This is an optimization exercise on Yosys and OpenROAD, whose aim is small area and a short achievable clock period, not a production implementation.
Only the layout flow was run in this run; the RTL was not checked for function there.
No activity file was given, so power comes from the tool's default toggle rates.

<file path="flow/run.sh">
#!/bin/bash
cp standard.sh standard.sh.txt
export BUFFER_PORTS_ARGS="-buffer_cell sky130_fd_sc_hd__buf_1"
bash standard.sh > standard.log 2>&1
</file>
<file path="standard.sh">
#!/bin/bash
# synth_recipe.tcl (not shown) runs the flow's synth.tcl, then flattens the netlist and writes it again
# the make line also repeats each setting of config.mk as NAME=value (left out here)
make -C /OpenROAD-flow-scripts/flow DESIGN_CONFIG=/design/flow/config.mk WORK_HOME=/design/flow/orfs CLKGATE_MAP_FILE= SYNTH_SCRIPT=/design/flow/synth_recipe.tcl "${@:-finish}"
</file>
<file path="config.mk">
export PLATFORM = sky130hd
export DESIGN_NAME = lightHashDES
export DESIGN_NICKNAME = lightHashDES
export VERILOG_FILES = /design/flow/design.v
export SDC_FILE = /design/flow/constraint.sdc
export NUM_CORES = 4
export LEC_CHECK = 0
export CAP_MARGIN = 20
export CORE_MARGIN = 2
export CORE_UTILIZATION = 40
export SETUP_SLACK_MARGIN = 1.6
export SLEW_MARGIN = 20
export SYNTH_HIERARCHICAL = 1
</file>
<file path="constraint.sdc">
create_clock -name core_clock -period 3.3 [get_ports {clk}]
set_input_delay 0.6600 -clock core_clock [delete_from_list [all_inputs] [get_ports {clk}]]
set_output_delay 0.6600 -clock core_clock [all_outputs]
set_load 0.01 [all_outputs]
</file>
<file path="design.v">
module Sbox5 (
    input  [5:0] in,
    output reg [3:0] out
);
    reg [1:0] row;
    reg [3:0] column;
    always @(*) begin
        row = {in[5], in[0]};
        column = in[4:1];
        case (column)
            4'b0000 : case (row)
                        2'b00 :  out = 4'b0010;
                        2'b01 :  out = 4'b1110;
                        2'b10 :  out = 4'b0100;
                        2'b11 :  out = 4'b1011;
                     endcase
            4'b0001 : case (row)
                        2'b00 :  out = 4'b1100;
                        2'b01 :  out = 4'b1011;
                        2'b10 :  out = 4'b0010;
                        2'b11 :  out = 4'b1000;
                     endcase
            4'b0010 : case (row)
                        2'b00 :  out = 4'b0100;
                        2'b01 :  out = 4'b0010;
                        2'b10 :  out = 4'b0001;
                        2'b11 :  out = 4'b1100;
                     endcase
            4'b0011 : case (row)
                        2'b00 :  out = 4'b0001;
                        2'b01 :  out = 4'b1100;
                        2'b10 :  out = 4'b1011;
                        2'b11 :  out = 4'b0111;
                     endcase
            4'b0100 : case (row)
                        2'b00 :  out = 4'b0111;
                        2'b01 :  out = 4'b0100;
                        2'b10 :  out = 4'b1100;
                        2'b11 :  out = 4'b0001;
                     endcase
            4'b0101 : case (row)
                        2'b00 :  out = 4'b1010;
                        2'b01 :  out = 4'b0111;  
                        2'b10 :  out = 4'b1101;
                        2'b11 :  out = 4'b1110;
                     endcase
            4'b0110 : case (row)
                        2'b00 :  out = 4'b1011;
                        2'b01 :  out = 4'b1101;
                        2'b10 :  out = 4'b0111;
                        2'b11 :  out = 4'b0010;
                     endcase
            4'b0111 : case (row)
                        2'b00 :  out = 4'b0110;
                        2'b01 :  out = 4'b0001;
                        2'b10 :  out = 4'b1000;
                        2'b11 :  out = 4'b1101;
                     endcase
            4'b1000 : case (row)
                        2'b00 :  out = 4'b1000;
                        2'b01 :  out = 4'b0101;
                        2'b10 :  out = 4'b1111;
                        2'b11 :  out = 4'b0110;
                     endcase
            4'b1001 : case (row)
                        2'b00 :  out = 4'b0101;
                        2'b01 :  out = 4'b0000;
                        2'b10 :  out = 4'b1001;
                        2'b11 :  out = 4'b1111;
                     endcase
            4'b1010 : case (row)
                        2'b00 :  out = 4'b0011;
                        2'b01 :  out = 4'b1111;
                        2'b10 :  out = 4'b1100;
                        2'b11 :  out = 4'b0000;
                     endcase
            4'b1011 : case (row)
                        2'b00 :  out = 4'b1111;
                        2'b01 :  out = 4'b1100;
                        2'b10 :  out = 4'b0101;
                        2'b11 :  out = 4'b1001;
                     endcase
            4'b1100 : case (row)
                        2'b00 :  out = 4'b1101;
                        2'b01 :  out = 4'b0011;
                        2'b10 :  out = 4'b0110;
                        2'b11 :  out = 4'b1100;
                     endcase
            4'b1101 : case (row)
                        2'b00 :  out = 4'b0000;
                        2'b01 :  out = 4'b1001;
                        2'b10 :  out = 4'b0011;
                        2'b11 :  out = 4'b0100;
                     endcase
            4'b1110 : case (row)
                        2'b00 :  out = 4'b1110;
                        2'b01 :  out = 4'b1000;
                        2'b10 :  out = 4'b0000;
                        2'b11 :  out = 4'b0101;
                     endcase
            4'b1111 : case (row)
                        2'b00 :  out = 4'b1001;
                        2'b01 :  out = 4'b0110;
                        2'b10 :  out = 4'b1110;
                        2'b11 :  out = 4'b0011;
                     endcase
            default: out = 4'h0;
        endcase
    end
endmodule
module Round (
    input  [3:0]  s_box_out,
    input  [31:0] h_in,
    output reg [31:0] h_out
);
    reg [3:0] h_in_n [0:7];
    reg [3:0] h_out_n [0:7];
    integer i;
    reg [3:0] temp;
    reg [1:0] rot;  
    always @(*) begin
        h_in_n[7] = h_in[31:28];
        h_in_n[6] = h_in[27:24];
        h_in_n[5] = h_in[23:20];
        h_in_n[4] = h_in[19:16];
        h_in_n[3] = h_in[15:12];
        h_in_n[2] = h_in[11:8];
        h_in_n[1] = h_in[7:4];
        h_in_n[0] = h_in[3:0];
        for (i = 0; i < 8; i = i + 1) begin
            temp = h_in_n[(i + 2) % 8] ^ s_box_out;
            rot = (i/2);  
            if (rot == 0)
                h_out_n[i] = temp & 4'hF;
            else
                h_out_n[i] = ( ((temp << rot) | (temp >> (4 - rot))) & 4'hF );
        end
        h_out = {h_out_n[7], h_out_n[6], h_out_n[5], h_out_n[4],
                 h_out_n[3], h_out_n[2], h_out_n[1], h_out_n[0]};
    end
endmodule
module HashIteration (
    input  [7:0] M,
    output reg   a,
    output reg   b,
    output reg   c       
);
    wire [5:0] x = {M[5], M[7] ^ M[2], M[3], M[0], M[4] ^ M[1], M[6]};
    always @(*) begin
        case (x)
            6'd0 : {a, b, c} = 3'b011;
            6'd1 : {a, b, c} = 3'b101;
            6'd2 : {a, b, c} = 3'b110;
            6'd3 : {a, b, c} = 3'b101;
            6'd4 : {a, b, c} = 3'b101;
            6'd5 : {a, b, c} = 3'b011;
            6'd6 : {a, b, c} = 3'b101;
            6'd7 : {a, b, c} = 3'b110;
            6'd8 : {a, b, c} = 3'b011;
            6'd9 : {a, b, c} = 3'b101;
            6'd10: {a, b, c} = 3'b000;
            6'd11: {a, b, c} = 3'b011;
            6'd12: {a, b, c} = 3'b101;
            6'd13: {a, b, c} = 3'b011;
            6'd14: {a, b, c} = 3'b110;
            6'd15: {a, b, c} = 3'b101;
            6'd16: {a, b, c} = 3'b011;
            6'd17: {a, b, c} = 3'b000;
            6'd18: {a, b, c} = 3'b000;
            6'd19: {a, b, c} = 3'b000;
            6'd20: {a, b, c} = 3'b110;
            6'd21: {a, b, c} = 3'b000;
            6'd22: {a, b, c} = 3'b000;
            6'd23: {a, b, c} = 3'b110;
            6'd24: {a, b, c} = 3'b011;
            6'd25: {a, b, c} = 3'b110;
            6'd26: {a, b, c} = 3'b000;
            6'd27: {a, b, c} = 3'b110;
            6'd28: {a, b, c} = 3'b101;
            6'd29: {a, b, c} = 3'b011;
            6'd30: {a, b, c} = 3'b110;
            6'd31: {a, b, c} = 3'b110;
            6'd32: {a, b, c} = 3'b101;
            6'd33: {a, b, c} = 3'b101;
            6'd34: {a, b, c} = 3'b011;
            6'd35: {a, b, c} = 3'b011;
            6'd36: {a, b, c} = 3'b101;
            6'd37: {a, b, c} = 3'b110;
            6'd38: {a, b, c} = 3'b101;
            6'd39: {a, b, c} = 3'b011;
            6'd40: {a, b, c} = 3'b110;
            6'd41: {a, b, c} = 3'b101;
            6'd42: {a, b, c} = 3'b011;
            6'd43: {a, b, c} = 3'b101;
            6'd44: {a, b, c} = 3'b011;
            6'd45: {a, b, c} = 3'b011;
            6'd46: {a, b, c} = 3'b011;
            6'd47: {a, b, c} = 3'b011;
            6'd48: {a, b, c} = 3'b000;
            6'd49: {a, b, c} = 3'b110;
            6'd50: {a, b, c} = 3'b110;
            6'd51: {a, b, c} = 3'b000;
            6'd52: {a, b, c} = 3'b110;
            6'd53: {a, b, c} = 3'b000;
            6'd54: {a, b, c} = 3'b000;
            6'd55: {a, b, c} = 3'b110;
            6'd56: {a, b, c} = 3'b110;
            6'd57: {a, b, c} = 3'b110;
            6'd58: {a, b, c} = 3'b110;
            6'd59: {a, b, c} = 3'b101;
            6'd60: {a, b, c} = 3'b000;
            6'd61: {a, b, c} = 3'b000;
            6'd62: {a, b, c} = 3'b101;
            6'd63: {a, b, c} = 3'b110;
            default: {a, b, c} = 3'b000;
        endcase
    end
endmodule
module cz_inv  (input a, output y);       assign y = ~a;           endmodule
module cz_nor2 (input a, b, output y);    assign y = ~(a | b);     endmodule
module cz_nand2(input a, b, output y);    assign y = ~(a & b);     endmodule
module cz_nor3 (input a, b, c, output y); assign y = ~(a | b | c); endmodule
module cz_nor4 (input a, b, c, d, output y); assign y = ~(a | b | c | d); endmodule
module cz_and2 (input a, b, output y);    assign y = a & b;        endmodule
module cz_andn (input a, b, output y);    assign y = a & ~b;       endmodule
module cz_andx (input a, b, c, output y); assign y = a & (b ^ c);  endmodule
module cz_bit0(input c, l, s, output d);    assign d = s ? l : ~c;        endmodule
module cz_bitp(input c, t, l, s, output d); assign d = s ? l : (c ^ t);   endmodule
module cz_bitn(input c, t, l, s, output d); assign d = s ? l : ~(c ^ t);  endmodule   
module lightHashDES(
    input              clk,
    input              M_valid,
    input              rst_n,
    input      [7:0]   M,
    input     [63:0]   input_length,
    output reg         hash_ready,
    output     [31:0]  digest
);
    reg        busy;
    reg [63:0] counter;
    reg [15:1] rn;             
    reg        a_t, b_t, c_t;  
    reg [11:0] f;              
    wire [63:0] counter_d;
    wire start = !busy && M_valid;
    wire z1;
    wire z2;
    wire z3;
    wire z4;
    wire z5;
    wire z6;
    wire z7;
    wire z8;
    wire z9;
    wire z10;
    wire z11;
    wire z12;
    wire z13;
    wire z14;
    wire z15;
    wire z16;
    wire z17;
    wire z18;
    wire z19;
    wire z20;
    wire z21;
    wire z22;
    wire z23;
    wire z24;
    wire z25;
    wire z26;
    wire z27;
    wire z28;
    wire z29;
    wire z30;
    wire z31;
    wire z32;
    wire z33;
    wire z34;
    wire z35;
    wire z36;
    wire z37;
    wire z38;
    wire z39;
    wire z40;
    wire z41;
    wire z42;
    wire z43;
    wire z44;
    wire z45;
    wire z46;
    wire z47;
    wire z48;
    wire z49;
    wire z50;
    wire z51;
    wire z52;
    wire z53;
    wire z54;
    wire z55;
    wire z56;
    wire z57;
    wire z58;
    wire z59;
    wire z60;
    wire z61;
    wire z62;
    wire z63;
    wire z64;
    wire z65;
    wire z66;
    wire z67;
    wire z68;
    wire z69;
    wire z70;
    wire z71;
    wire z72;
    wire z73;
    wire z74;
    wire z75;
    wire z76;
    wire z77;
    wire z78;
    wire z79;
    wire z80;
    wire z81;
    wire z82;
    wire z83;
    wire z84;
    wire z85;
    wire z86;
    wire z87;
    wire z88;
    wire z89;
    wire z90;
    wire z91;
    wire z92;
    wire z93;
    wire z94;
    wire z95;
    wire z96;
    wire z97;
    wire z98;
    wire z99;
    wire z100;
    wire z101;
    wire z102;
    wire z103;
    wire z104;
    wire z105;
    wire z106;
    wire z107;
    wire z108;
    wire z109;
    wire z110;
    cz_nor2  u_z1 (.a(counter[0]), .b(counter[1]), .y(z1));
    cz_nor3  u_z2 (.a(counter[0]), .b(counter[1]), .c(counter[2]), .y(z2));
    cz_nor3  u_z3 (.a(counter[1]), .b(counter[2]), .c(counter[3]), .y(z3));
    cz_andn  u_z4 (.a(z3), .b(counter[0]), .y(z4));
    cz_and2  u_z5 (.a(z3), .b(counter[0]), .y(z5));
    cz_nor2  u_z6 (.a(rn[1]), .b(counter[4]), .y(z6));
    cz_nor3  u_z7 (.a(rn[1]), .b(counter[4]), .c(counter[5]), .y(z7));
    cz_nor4  u_z8 (.a(rn[1]), .b(counter[4]), .c(counter[5]), .d(counter[6]), .y(z8));
    cz_nor3  u_z9 (.a(counter[5]), .b(counter[6]), .c(counter[7]), .y(z9));
    cz_andn  u_z10 (.a(z9), .b(counter[4]), .y(z10));
    cz_andx  u_z11 (.a(z9), .b(counter[4]), .c(rn[1]), .y(z11));
    cz_nor2  u_z12 (.a(rn[2]), .b(counter[8]), .y(z12));
    cz_nor3  u_z13 (.a(rn[2]), .b(counter[8]), .c(counter[9]), .y(z13));
    cz_nor4  u_z14 (.a(rn[2]), .b(counter[8]), .c(counter[9]), .d(counter[10]), .y(z14));
    cz_nor3  u_z15 (.a(counter[9]), .b(counter[10]), .c(counter[11]), .y(z15));
    cz_andn  u_z16 (.a(z15), .b(counter[8]), .y(z16));
    cz_andx  u_z17 (.a(z15), .b(counter[8]), .c(rn[2]), .y(z17));
    cz_nor2  u_z18 (.a(rn[3]), .b(counter[12]), .y(z18));
    cz_nor3  u_z19 (.a(rn[3]), .b(counter[12]), .c(counter[13]), .y(z19));
    cz_nor4  u_z20 (.a(rn[3]), .b(counter[12]), .c(counter[13]), .d(counter[14]), .y(z20));
    cz_nor3  u_z21 (.a(counter[13]), .b(counter[14]), .c(counter[15]), .y(z21));
    cz_andn  u_z22 (.a(z21), .b(counter[12]), .y(z22));
    cz_andx  u_z23 (.a(z21), .b(counter[12]), .c(rn[3]), .y(z23));
    cz_nor2  u_z24 (.a(rn[4]), .b(counter[16]), .y(z24));
    cz_nor3  u_z25 (.a(rn[4]), .b(counter[16]), .c(counter[17]), .y(z25));
    cz_nor4  u_z26 (.a(rn[4]), .b(counter[16]), .c(counter[17]), .d(counter[18]), .y(z26));
    cz_nor3  u_z27 (.a(counter[17]), .b(counter[18]), .c(counter[19]), .y(z27));
    cz_andn  u_z28 (.a(z27), .b(counter[16]), .y(z28));
    cz_andx  u_z29 (.a(z27), .b(counter[16]), .c(rn[4]), .y(z29));
    cz_nor2  u_z30 (.a(rn[5]), .b(counter[20]), .y(z30));
    cz_nor3  u_z31 (.a(rn[5]), .b(counter[20]), .c(counter[21]), .y(z31));
    cz_nor4  u_z32 (.a(rn[5]), .b(counter[20]), .c(counter[21]), .d(counter[22]), .y(z32));
    cz_nor3  u_z33 (.a(counter[21]), .b(counter[22]), .c(counter[23]), .y(z33));
    cz_andn  u_z34 (.a(z33), .b(counter[20]), .y(z34));
    cz_andx  u_z35 (.a(z33), .b(counter[20]), .c(rn[5]), .y(z35));
    cz_nor2  u_z36 (.a(rn[6]), .b(counter[24]), .y(z36));
    cz_nor3  u_z37 (.a(rn[6]), .b(counter[24]), .c(counter[25]), .y(z37));
    cz_nor4  u_z38 (.a(rn[6]), .b(counter[24]), .c(counter[25]), .d(counter[26]), .y(z38));
    cz_nor3  u_z39 (.a(counter[25]), .b(counter[26]), .c(counter[27]), .y(z39));
    cz_andn  u_z40 (.a(z39), .b(counter[24]), .y(z40));
    cz_andx  u_z41 (.a(z39), .b(counter[24]), .c(rn[6]), .y(z41));
    cz_nor2  u_z42 (.a(rn[7]), .b(counter[28]), .y(z42));
    cz_nor3  u_z43 (.a(rn[7]), .b(counter[28]), .c(counter[29]), .y(z43));
    cz_nor4  u_z44 (.a(rn[7]), .b(counter[28]), .c(counter[29]), .d(counter[30]), .y(z44));
    cz_nor3  u_z45 (.a(counter[29]), .b(counter[30]), .c(counter[31]), .y(z45));
    cz_andn  u_z46 (.a(z45), .b(counter[28]), .y(z46));
    cz_andx  u_z47 (.a(z45), .b(counter[28]), .c(rn[7]), .y(z47));
    cz_nor2  u_z48 (.a(rn[8]), .b(counter[32]), .y(z48));
    cz_nor3  u_z49 (.a(rn[8]), .b(counter[32]), .c(counter[33]), .y(z49));
    cz_nor4  u_z50 (.a(rn[8]), .b(counter[32]), .c(counter[33]), .d(counter[34]), .y(z50));
    cz_nor3  u_z51 (.a(counter[33]), .b(counter[34]), .c(counter[35]), .y(z51));
    cz_andn  u_z52 (.a(z51), .b(counter[32]), .y(z52));
    cz_andx  u_z53 (.a(z51), .b(counter[32]), .c(rn[8]), .y(z53));
    cz_nor2  u_z54 (.a(rn[9]), .b(counter[36]), .y(z54));
    cz_nor3  u_z55 (.a(rn[9]), .b(counter[36]), .c(counter[37]), .y(z55));
    cz_nor4  u_z56 (.a(rn[9]), .b(counter[36]), .c(counter[37]), .d(counter[38]), .y(z56));
    cz_nor3  u_z57 (.a(counter[37]), .b(counter[38]), .c(counter[39]), .y(z57));
    cz_andn  u_z58 (.a(z57), .b(counter[36]), .y(z58));
    cz_andx  u_z59 (.a(z57), .b(counter[36]), .c(rn[9]), .y(z59));
    cz_nor2  u_z60 (.a(rn[10]), .b(counter[40]), .y(z60));
    cz_nor3  u_z61 (.a(rn[10]), .b(counter[40]), .c(counter[41]), .y(z61));
    cz_nor4  u_z62 (.a(rn[10]), .b(counter[40]), .c(counter[41]), .d(counter[42]), .y(z62));
    cz_nor3  u_z63 (.a(counter[41]), .b(counter[42]), .c(counter[43]), .y(z63));
    cz_andn  u_z64 (.a(z63), .b(counter[40]), .y(z64));
    cz_andx  u_z65 (.a(z63), .b(counter[40]), .c(rn[10]), .y(z65));
    cz_nor2  u_z66 (.a(rn[11]), .b(counter[44]), .y(z66));
    cz_nor3  u_z67 (.a(rn[11]), .b(counter[44]), .c(counter[45]), .y(z67));
    cz_nor4  u_z68 (.a(rn[11]), .b(counter[44]), .c(counter[45]), .d(counter[46]), .y(z68));
    cz_nor3  u_z69 (.a(counter[45]), .b(counter[46]), .c(counter[47]), .y(z69));
    cz_andn  u_z70 (.a(z69), .b(counter[44]), .y(z70));
    cz_andx  u_z71 (.a(z69), .b(counter[44]), .c(rn[11]), .y(z71));
    cz_nor2  u_z72 (.a(rn[12]), .b(counter[48]), .y(z72));
    cz_nor3  u_z73 (.a(rn[12]), .b(counter[48]), .c(counter[49]), .y(z73));
    cz_nor4  u_z74 (.a(rn[12]), .b(counter[48]), .c(counter[49]), .d(counter[50]), .y(z74));
    cz_nor3  u_z75 (.a(counter[49]), .b(counter[50]), .c(counter[51]), .y(z75));
    cz_andn  u_z76 (.a(z75), .b(counter[48]), .y(z76));
    cz_andx  u_z77 (.a(z75), .b(counter[48]), .c(rn[12]), .y(z77));
    cz_nor2  u_z78 (.a(rn[13]), .b(counter[52]), .y(z78));
    cz_nor3  u_z79 (.a(rn[13]), .b(counter[52]), .c(counter[53]), .y(z79));
    cz_nor4  u_z80 (.a(rn[13]), .b(counter[52]), .c(counter[53]), .d(counter[54]), .y(z80));
    cz_nor3  u_z81 (.a(counter[53]), .b(counter[54]), .c(counter[55]), .y(z81));
    cz_andn  u_z82 (.a(z81), .b(counter[52]), .y(z82));
    cz_andx  u_z83 (.a(z81), .b(counter[52]), .c(rn[13]), .y(z83));
    cz_nor2  u_z84 (.a(rn[14]), .b(counter[56]), .y(z84));
    cz_nor3  u_z85 (.a(rn[14]), .b(counter[56]), .c(counter[57]), .y(z85));
    cz_nor4  u_z86 (.a(rn[14]), .b(counter[56]), .c(counter[57]), .d(counter[58]), .y(z86));
    cz_nor3  u_z87 (.a(counter[57]), .b(counter[58]), .c(counter[59]), .y(z87));
    cz_andn  u_z88 (.a(z87), .b(counter[56]), .y(z88));
    cz_andx  u_z89 (.a(z87), .b(counter[56]), .c(rn[14]), .y(z89));
    cz_nor2  u_z90 (.a(rn[15]), .b(counter[60]), .y(z90));
    cz_nor3  u_z91 (.a(rn[15]), .b(counter[60]), .c(counter[61]), .y(z91));
    cz_nor4  u_z92 (.a(rn[15]), .b(counter[60]), .c(counter[61]), .d(counter[62]), .y(z92));
    cz_nor3  u_z93 (.a(counter[61]), .b(counter[62]), .c(counter[63]), .y(z93));
    cz_andn  u_z94 (.a(z93), .b(counter[60]), .y(z94));
    cz_andx  u_z95 (.a(z93), .b(counter[60]), .c(rn[15]), .y(z95));
    cz_nand2 u_z96 (.a(z5), .b(z11), .y(z96));
    cz_nand2 u_z97 (.a(z17), .b(z23), .y(z97));
    cz_nand2 u_z98 (.a(z29), .b(z35), .y(z98));
    cz_nand2 u_z99 (.a(z41), .b(z47), .y(z99));
    cz_nand2 u_z100 (.a(z53), .b(z59), .y(z100));
    cz_nand2 u_z101 (.a(z65), .b(z71), .y(z101));
    cz_nand2 u_z102 (.a(z77), .b(z83), .y(z102));
    cz_nand2 u_z103 (.a(z89), .b(z95), .y(z103));
    cz_nor2  u_z104 (.a(z96), .b(z97), .y(z104));
    cz_nor2  u_z105 (.a(z98), .b(z99), .y(z105));
    cz_nor2  u_z106 (.a(z100), .b(z101), .y(z106));
    cz_nor2  u_z107 (.a(z102), .b(z103), .y(z107));
    cz_nand2 u_z108 (.a(z104), .b(z105), .y(z108));
    cz_nand2 u_z109 (.a(z106), .b(z107), .y(z109));
    cz_nor2  u_z110 (.a(z108), .b(z109), .y(z110));
    cz_bit0 u_b0 (.c(counter[0]), .l(input_length[0]), .s(start), .d(counter_d[0]));
    cz_bitn u_b1 (.c(counter[1]), .t(counter[0]), .l(input_length[1]), .s(start), .d(counter_d[1]));
    cz_bitp u_b2 (.c(counter[2]), .t(z1), .l(input_length[2]), .s(start), .d(counter_d[2]));
    cz_bitp u_b3 (.c(counter[3]), .t(z2), .l(input_length[3]), .s(start), .d(counter_d[3]));
    cz_bitn u_b4 (.c(counter[4]), .t(rn[1]), .l(input_length[4]), .s(start), .d(counter_d[4]));
    cz_bitp u_b5 (.c(counter[5]), .t(z6), .l(input_length[5]), .s(start), .d(counter_d[5]));
    cz_bitp u_b6 (.c(counter[6]), .t(z7), .l(input_length[6]), .s(start), .d(counter_d[6]));
    cz_bitp u_b7 (.c(counter[7]), .t(z8), .l(input_length[7]), .s(start), .d(counter_d[7]));
    cz_bitn u_b8 (.c(counter[8]), .t(rn[2]), .l(input_length[8]), .s(start), .d(counter_d[8]));
    cz_bitp u_b9 (.c(counter[9]), .t(z12), .l(input_length[9]), .s(start), .d(counter_d[9]));
    cz_bitp u_b10 (.c(counter[10]), .t(z13), .l(input_length[10]), .s(start), .d(counter_d[10]));
    cz_bitp u_b11 (.c(counter[11]), .t(z14), .l(input_length[11]), .s(start), .d(counter_d[11]));
    cz_bitn u_b12 (.c(counter[12]), .t(rn[3]), .l(input_length[12]), .s(start), .d(counter_d[12]));
    cz_bitp u_b13 (.c(counter[13]), .t(z18), .l(input_length[13]), .s(start), .d(counter_d[13]));
    cz_bitp u_b14 (.c(counter[14]), .t(z19), .l(input_length[14]), .s(start), .d(counter_d[14]));
    cz_bitp u_b15 (.c(counter[15]), .t(z20), .l(input_length[15]), .s(start), .d(counter_d[15]));
    cz_bitn u_b16 (.c(counter[16]), .t(rn[4]), .l(input_length[16]), .s(start), .d(counter_d[16]));
    cz_bitp u_b17 (.c(counter[17]), .t(z24), .l(input_length[17]), .s(start), .d(counter_d[17]));
    cz_bitp u_b18 (.c(counter[18]), .t(z25), .l(input_length[18]), .s(start), .d(counter_d[18]));
    cz_bitp u_b19 (.c(counter[19]), .t(z26), .l(input_length[19]), .s(start), .d(counter_d[19]));
    cz_bitn u_b20 (.c(counter[20]), .t(rn[5]), .l(input_length[20]), .s(start), .d(counter_d[20]));
    cz_bitp u_b21 (.c(counter[21]), .t(z30), .l(input_length[21]), .s(start), .d(counter_d[21]));
    cz_bitp u_b22 (.c(counter[22]), .t(z31), .l(input_length[22]), .s(start), .d(counter_d[22]));
    cz_bitp u_b23 (.c(counter[23]), .t(z32), .l(input_length[23]), .s(start), .d(counter_d[23]));
    cz_bitn u_b24 (.c(counter[24]), .t(rn[6]), .l(input_length[24]), .s(start), .d(counter_d[24]));
    cz_bitp u_b25 (.c(counter[25]), .t(z36), .l(input_length[25]), .s(start), .d(counter_d[25]));
    cz_bitp u_b26 (.c(counter[26]), .t(z37), .l(input_length[26]), .s(start), .d(counter_d[26]));
    cz_bitp u_b27 (.c(counter[27]), .t(z38), .l(input_length[27]), .s(start), .d(counter_d[27]));
    cz_bitn u_b28 (.c(counter[28]), .t(rn[7]), .l(input_length[28]), .s(start), .d(counter_d[28]));
    cz_bitp u_b29 (.c(counter[29]), .t(z42), .l(input_length[29]), .s(start), .d(counter_d[29]));
    cz_bitp u_b30 (.c(counter[30]), .t(z43), .l(input_length[30]), .s(start), .d(counter_d[30]));
    cz_bitp u_b31 (.c(counter[31]), .t(z44), .l(input_length[31]), .s(start), .d(counter_d[31]));
    cz_bitn u_b32 (.c(counter[32]), .t(rn[8]), .l(input_length[32]), .s(start), .d(counter_d[32]));
    cz_bitp u_b33 (.c(counter[33]), .t(z48), .l(input_length[33]), .s(start), .d(counter_d[33]));
    cz_bitp u_b34 (.c(counter[34]), .t(z49), .l(input_length[34]), .s(start), .d(counter_d[34]));
    cz_bitp u_b35 (.c(counter[35]), .t(z50), .l(input_length[35]), .s(start), .d(counter_d[35]));
    cz_bitn u_b36 (.c(counter[36]), .t(rn[9]), .l(input_length[36]), .s(start), .d(counter_d[36]));
    cz_bitp u_b37 (.c(counter[37]), .t(z54), .l(input_length[37]), .s(start), .d(counter_d[37]));
    cz_bitp u_b38 (.c(counter[38]), .t(z55), .l(input_length[38]), .s(start), .d(counter_d[38]));
    cz_bitp u_b39 (.c(counter[39]), .t(z56), .l(input_length[39]), .s(start), .d(counter_d[39]));
    cz_bitn u_b40 (.c(counter[40]), .t(rn[10]), .l(input_length[40]), .s(start), .d(counter_d[40]));
    cz_bitp u_b41 (.c(counter[41]), .t(z60), .l(input_length[41]), .s(start), .d(counter_d[41]));
    cz_bitp u_b42 (.c(counter[42]), .t(z61), .l(input_length[42]), .s(start), .d(counter_d[42]));
    cz_bitp u_b43 (.c(counter[43]), .t(z62), .l(input_length[43]), .s(start), .d(counter_d[43]));
    cz_bitn u_b44 (.c(counter[44]), .t(rn[11]), .l(input_length[44]), .s(start), .d(counter_d[44]));
    cz_bitp u_b45 (.c(counter[45]), .t(z66), .l(input_length[45]), .s(start), .d(counter_d[45]));
    cz_bitp u_b46 (.c(counter[46]), .t(z67), .l(input_length[46]), .s(start), .d(counter_d[46]));
    cz_bitp u_b47 (.c(counter[47]), .t(z68), .l(input_length[47]), .s(start), .d(counter_d[47]));
    cz_bitn u_b48 (.c(counter[48]), .t(rn[12]), .l(input_length[48]), .s(start), .d(counter_d[48]));
    cz_bitp u_b49 (.c(counter[49]), .t(z72), .l(input_length[49]), .s(start), .d(counter_d[49]));
    cz_bitp u_b50 (.c(counter[50]), .t(z73), .l(input_length[50]), .s(start), .d(counter_d[50]));
    cz_bitp u_b51 (.c(counter[51]), .t(z74), .l(input_length[51]), .s(start), .d(counter_d[51]));
    cz_bitn u_b52 (.c(counter[52]), .t(rn[13]), .l(input_length[52]), .s(start), .d(counter_d[52]));
    cz_bitp u_b53 (.c(counter[53]), .t(z78), .l(input_length[53]), .s(start), .d(counter_d[53]));
    cz_bitp u_b54 (.c(counter[54]), .t(z79), .l(input_length[54]), .s(start), .d(counter_d[54]));
    cz_bitp u_b55 (.c(counter[55]), .t(z80), .l(input_length[55]), .s(start), .d(counter_d[55]));
    cz_bitn u_b56 (.c(counter[56]), .t(rn[14]), .l(input_length[56]), .s(start), .d(counter_d[56]));
    cz_bitp u_b57 (.c(counter[57]), .t(z84), .l(input_length[57]), .s(start), .d(counter_d[57]));
    cz_bitp u_b58 (.c(counter[58]), .t(z85), .l(input_length[58]), .s(start), .d(counter_d[58]));
    cz_bitp u_b59 (.c(counter[59]), .t(z86), .l(input_length[59]), .s(start), .d(counter_d[59]));
    cz_bitn u_b60 (.c(counter[60]), .t(rn[15]), .l(input_length[60]), .s(start), .d(counter_d[60]));
    cz_bitp u_b61 (.c(counter[61]), .t(z90), .l(input_length[61]), .s(start), .d(counter_d[61]));
    cz_bitp u_b62 (.c(counter[62]), .t(z91), .l(input_length[62]), .s(start), .d(counter_d[62]));
    cz_bitp u_b63 (.c(counter[63]), .t(z92), .l(input_length[63]), .s(start), .d(counter_d[63]));
    wire one = z110;    
    wire [14:0] gz = {z88, z82, z76, z70, z64, z58, z52, z46, z40, z34, z28, z22, z16, z10, z4};    
    wire a_m, b_m, c_m;
    HashIteration main (.M(M), .a(a_m), .b(b_m), .c(c_m));
    always @(posedge clk or negedge rst_n) begin
        if (!rst_n) begin
            busy       <= 1'b0;
            hash_ready <= 1'b0;
        end else begin
            hash_ready <= busy & one;
            busy       <= busy ? !one : M_valid;
        end
    end
    localparam [11:0] C0 = 12'b1010_1101_0101;
    localparam [11:0] CP = 12'b0111_1110_0011;
    localparam [11:0] CA = 12'b1000_0110_1111;
    localparam [11:0] CB = 12'b0001_1001_1111;
    localparam [11:0] CC = CA & CB;            
    localparam [11:0] OA = CA & ~CB;           
    localparam [11:0] OB = CB & ~CA;           
    always @(posedge clk) begin
        counter <= counter_d;
        rn      <= ~({15{busy}} & {gz[14:1] & ~rn[14:1], gz[0]});
        a_t     <= a_m;
        b_t     <= b_m;
        c_t     <= c_m;
        f       <= start ? C0 : f ^ CP ^ (OA & {12{a_t}}) ^ (OB & {12{b_t}}) ^ (CC & {12{c_t}});
    end
    assign digest = {
        f[4],  f[11], f[4],  f[11], f[8],  f[5],  f[7],  f[6],    
        f[9],  f[9],  f[10], f[10], f[10], 1'b0,  f[9],  1'b0,    
        f[6],  f[8],  f[5],  f[7],  f[6],  f[4],  f[5],  f[4],    
        f[3],  f[0],  f[3],  f[1],  f[2],  f[1],  f[2],  f[0]     
    };
endmodule
</file>
==> impl_metrics.py <==
metrics = {
    "run_status": {
        "run_status": "timing/DRC/antenna clean",
    },
    "flow_run": {
        "drv_cap": 0,
    },
    "die": {
        "num_rows": 40,
        "start_util_pct": 41.2,
        "die_x_um": 116,
        "die_h_um": 116,
        "core-area_mm2": 0.0121,
        "io_pins": 108,
        "dieArea_mm2": 0.0134,
    },
    "timing": {
        "setup-violations-final": 0,
        "setup_tns_ns": 0,
        "final_hold_viol_count": 0,
        "period_minus_slack_ns": 1.69,
        "finClkSkew_ns": 0.00815,
        "slew_headroom_pct": 51.1,
        "tightest_slew_ns": 0.734,
        "timing.final.crit_share_pct": 51.3,
        "maxClockFrequency_mhz": 591,
        "rsz0062_at_grt": "true",
        "slew_viol_final": 0,
    },
    "finish": {
        "fillers": 1213,
        "multiInputGateArea_mm2": 0.00283,
        "final_area_mm2": 0.00570,
        "final_core_util_pct": 47.1,
        "final_cell_mix": "buf_1, dfxtp_1, nand2_1, o21ai_1, xnor2_1",
        "n_antenna_cell": 0,
        "layout_commonest_cell": "buf_1",
        "areaGrowthSynthToFinish_pct": 14.3,
        "nNetsFinal": 701,
        "drive_above_1_share_pct": 14.5,
        "regArea_mm2": 0.00193,
    },
    "critical_path": {
        "cp-startpoint": "M[4]",
        "crit_chain": "buf_1, xor2_2, nor3_1, a2111oi_2, o31ai_1, a21boi_2",
        "crit_type": "in -> reg",
        "end_kind": "register",
        "reg2reg_from": "busy$_DFF_PN0_",
        "critPathTopFamily": "compound AO/OA/AOI/OAI gates",
        "critPathMaxStageDelay_ns": 0.33,
        "regToRegSetupSlack_ns": 1.76,
        "r2r-end": "counter[17]$_DFF_P_",
        "cp_max_fo": 7,
        "r2r_cells": 4,
        "critPathLaunchType": "input pin",
        "cp_data_required_time_ns": 3.53,
        "worst-path-buf-inv": 1,
        "slowest_stage": "xor2_2",
        "endpoint": "b_t$_DFF_P_",
        "arrival_ns": 1.92,
        "cp.depth": 6,
    },
    "clock_tree": {
        "insertion_delay_ns": 0.34,
        "cts.sinks": 96,
        "cts_tree": "done",
        "cts-root-buf": "clkbuf_16",
        "postCtsSetupBuffers": 0,
        "cts_buffers": 9,
        "cts.clk_slew.worst_paths_ns": 0.06,
        "clock_path_buffers": 2,
        "htreeDepth": 3,
    },
    "global_routing": {
        "grt_start_max_net_pins": 134,
        "overflow": 0,
        "use_met2_pct": 23.1,
        "grt_pass1_vias": 3451,
        "antenna_found_initial": 0,
        "use_met1_pct": 18.0,
        "top_usage_layer": "met2",
        "grt_pass1_wl_mm": 15.3,
        "use_met3_pct": 2.82,
        "grt_util_all_layers_pct": 14.2,
    },
    "power_and_ir_drop": {
        "pwr-share-seq_pct": 48.9,
        "p_switching_uw": 1030,
        "ir_drop_mv": 0.349,
        "power_density_mw_per_mm2": 598,
        "p_leak_uw": 0.00181,
        "comb_power_share_pct": 20.0,
        "p_sw_share_pct": 30.3,
        "power_uw": 3410,
        "power.internal_uw": 2380,
        "p_clk_share_pct": 31.1,
    },
    "synth": {
        "synthCells": 534,
        "synth_edf_count": 0,
        "yosys_warnings": 8,
        "yosysSeqAreaShare_pct": 38.7,
        "yosys.area.top_type_share_pct": 37.7,
        "syn-cell-area_mm2": 0.00499,
        "ys_async_sr_fraction_pct": 2.08,
        "synth.distinct_cells": 45,
        "ys_ff_latch": 96,
        "netlist.top_cell.by_area": "dfxtp_1",
        "synth.top_cells.by_area": "dfxtp_1, xnor2_1, nand2_1",
        "avgSynthCellArea_um2": 9.34,
        "synth_ff_type": "dfxtp_1",
    },
    "placed_design": {
        "port_buffers": 105,
        "gp_congestion": 0.742,
        "placed_area_mm2": 0.00541,
        "hpwlAfterDp_mm": 6.34,
    },
    "route": {
        "vias": 3676,
        "viasPerCell": 4.63,
        "drt-total-wl_mm": 9.11,
        "remaining_drc_errors": 0,
        "drt_first_pass_iters": 6,
        "drt_iter0_drc": 165,
        "wl_per_cell_um": 11.5,
        "ant_nets": 0,
    },
    "worst_hold_path": {
        "hold_path.class": "in -> async",
    },
}
[cells in the mapped netlist (2+ instances only)]
cell type	count
dfxtp_1	94
nand2_1	89
o21ai_1	64
xnor2_1	53
xor2_1	37
nor3_2	32
nor2_1	24
buf_4	21
and2_1	17
nor2b_4	15
nor4_2	15
nand3b_1	14
a21oi_1	7
inv_1	5
nor2_4	4
o21ai_0	4
buf_2	3
nand3_1	3
a211oi_1	2
and3_1	2
clkbuf_1	2
dfrtp_1	2
o211ai_1	2
o31ai_1	2
[cell families (layout without fill, tap and decap cells)]
logic type | count (synthesis) | count (layout) | share of synthesized area, %
simple gates | 219 | 219 | 29.1
buf+inv | 34 | 125 | 4.84
compound gates | 91 | 91 | 10.3
fa+ha+maj | 1 | 1 | 0.251
xor+xnor | 92 | 92 | 16.7
flops | 96 | 96 | 38.7
other cells | 1 | 2 | 0.0752
[routing by layer]
| metal | vias to the layer above | wire length [um] |
|---|---|---|
| met5 | - | 0 |
| met4 | 0 | 206 |
| met3 | 11 | 458 |
| met2 | 75 | 4020 |
| met1 | 1631 | 4420 |
| li1 | 1959 | - |
[how the worst min path moves through the flow]
stage,from,end,slack (ns),cells past startpoint
after floorplan,rst_n,busy$_DFF_PN0_,0.36,0
after global placement,f[9]$_SDFF_PP1_,f[9]$_SDFF_PP1_,0.39,1
after detailed placement,f[9]$_SDFF_PP1_,f[9]$_SDFF_PP1_,0.40,1
after CTS,rst_n,hash_ready$_DFF_PN0_,0.09,1
after global routing,rst_n,hash_ready$_DFF_PN0_,0.10,1
final,rst_n,busy$_DFF_PN0_,0.10,1
[Yosys stat by module, one instance, submodules excluded]
| module | cell area (um2) | times used | flops+latches | cells |
|---|---|---|---|---|
| lightHashDES | 2440 | 1 | 96 | 162 |
| HashIteration | 378 | 1 | 0 | 57 |
| cz_bitn | 17.5 | 16 | 0 | 3 |
| cz_bitp | 17.5 | 47 | 0 | 3 |
| cz_andx | 15.0 | 15 | 0 | 2 |
| cz_andn | 13.8 | 15 | 0 | 1 |
| cz_nor4 | 12.5 | 15 | 0 | 1 |
| cz_nor3 | 10.0 | 32 | 0 | 1 |
| cz_bit0 | 8.76 | 1 | 0 | 2 |
| cz_and2 | 6.26 | 1 | 0 | 1 |
| cz_nand2 | 3.75 | 10 | 0 | 1 |
| cz_nor2 | 3.75 | 21 | 0 | 1 |
[power by group through the flow]
stage	Combinational [uW]	Sequential, uW	Clock (uW)
6_report	681	1670	1060
5_1_grt	768	1710	1150
4_1_cts	693	1670	1110
3_5_place_dp	686	1700	0
3_3_place_gp	675	1680	0
2_1_floorplan	586	1690	0
[timing repair]
action                                  in CTS  in global routing
endpoints found under the setup margin       2                  3
endpoints found under the hold margin        0                  0
hold buffers                                 0                  0
pin swaps                                    0                  0
gates resized for setup                      2                  2
[sequential cells by signal (all words and copies together) (netlist names)]
name,count
a_t,1
counter,64
f,12
b_t,1
rn,15
busy,1
c_t,1
hash_ready,1
[cell type report]
class | count | area share, %
sequential | 96 | 33.9
inverter | 6 | 0.527
clock buffer | 10 | 4.02
clock inverter | 2 | 1.05
multi-input combinational | 405 | 49.6
timing repair buffer | 107 | 7.26
tap | 168 | 3.69
[worst register-to-register path, stage by stage, from the launching register on]
cell and delay [ns]:
dfrtp_1 0.40, nand2b_4 0.22, inv_8 0.48, nand2_1 0.27, o21ai_1 0.10
[stage by stage]
stage / cells / hold WS, ns / setup WS [ns]
detailed placement: 782 / 0.398 / 1.13
global placement: 782 / 0.389 / 1.18
floorplan: 535 / 0.364 / 1.60
global route: 794 / 0.101 / 1.55
finish: 794 / 0.105 / 1.61
CTS: 794 / 0.0877 / 1.61

==> static timing again, ports no longer ideal <==
No port has a modelled driver above. Below, the same layout with a new extraction and two added sets of constraints.
Step 1: set_driving_cell puts a clkbuf_16 on clk and a buf_2 on each other input, an assumption about the parent block.
Step 2 times the ports against the registers' clock, not the clock port: input delays grow and output delays shrink by t, the midpoint of the rising clock arrivals with the driver on.
Slacks: ideal ports / drivers / drivers and shift; pairs: ideal ports / drivers.
t (ns): 0.376
setup slack, ns: 1.608 / 1.620 / 1.244
latest minus earliest clock arrival (ns): 0.009 / 0.008
After both steps this run still meets setup and hold. For this run, drivers alone change the setup slack by +0.012 ns; drivers and shift together by -0.364 ns.
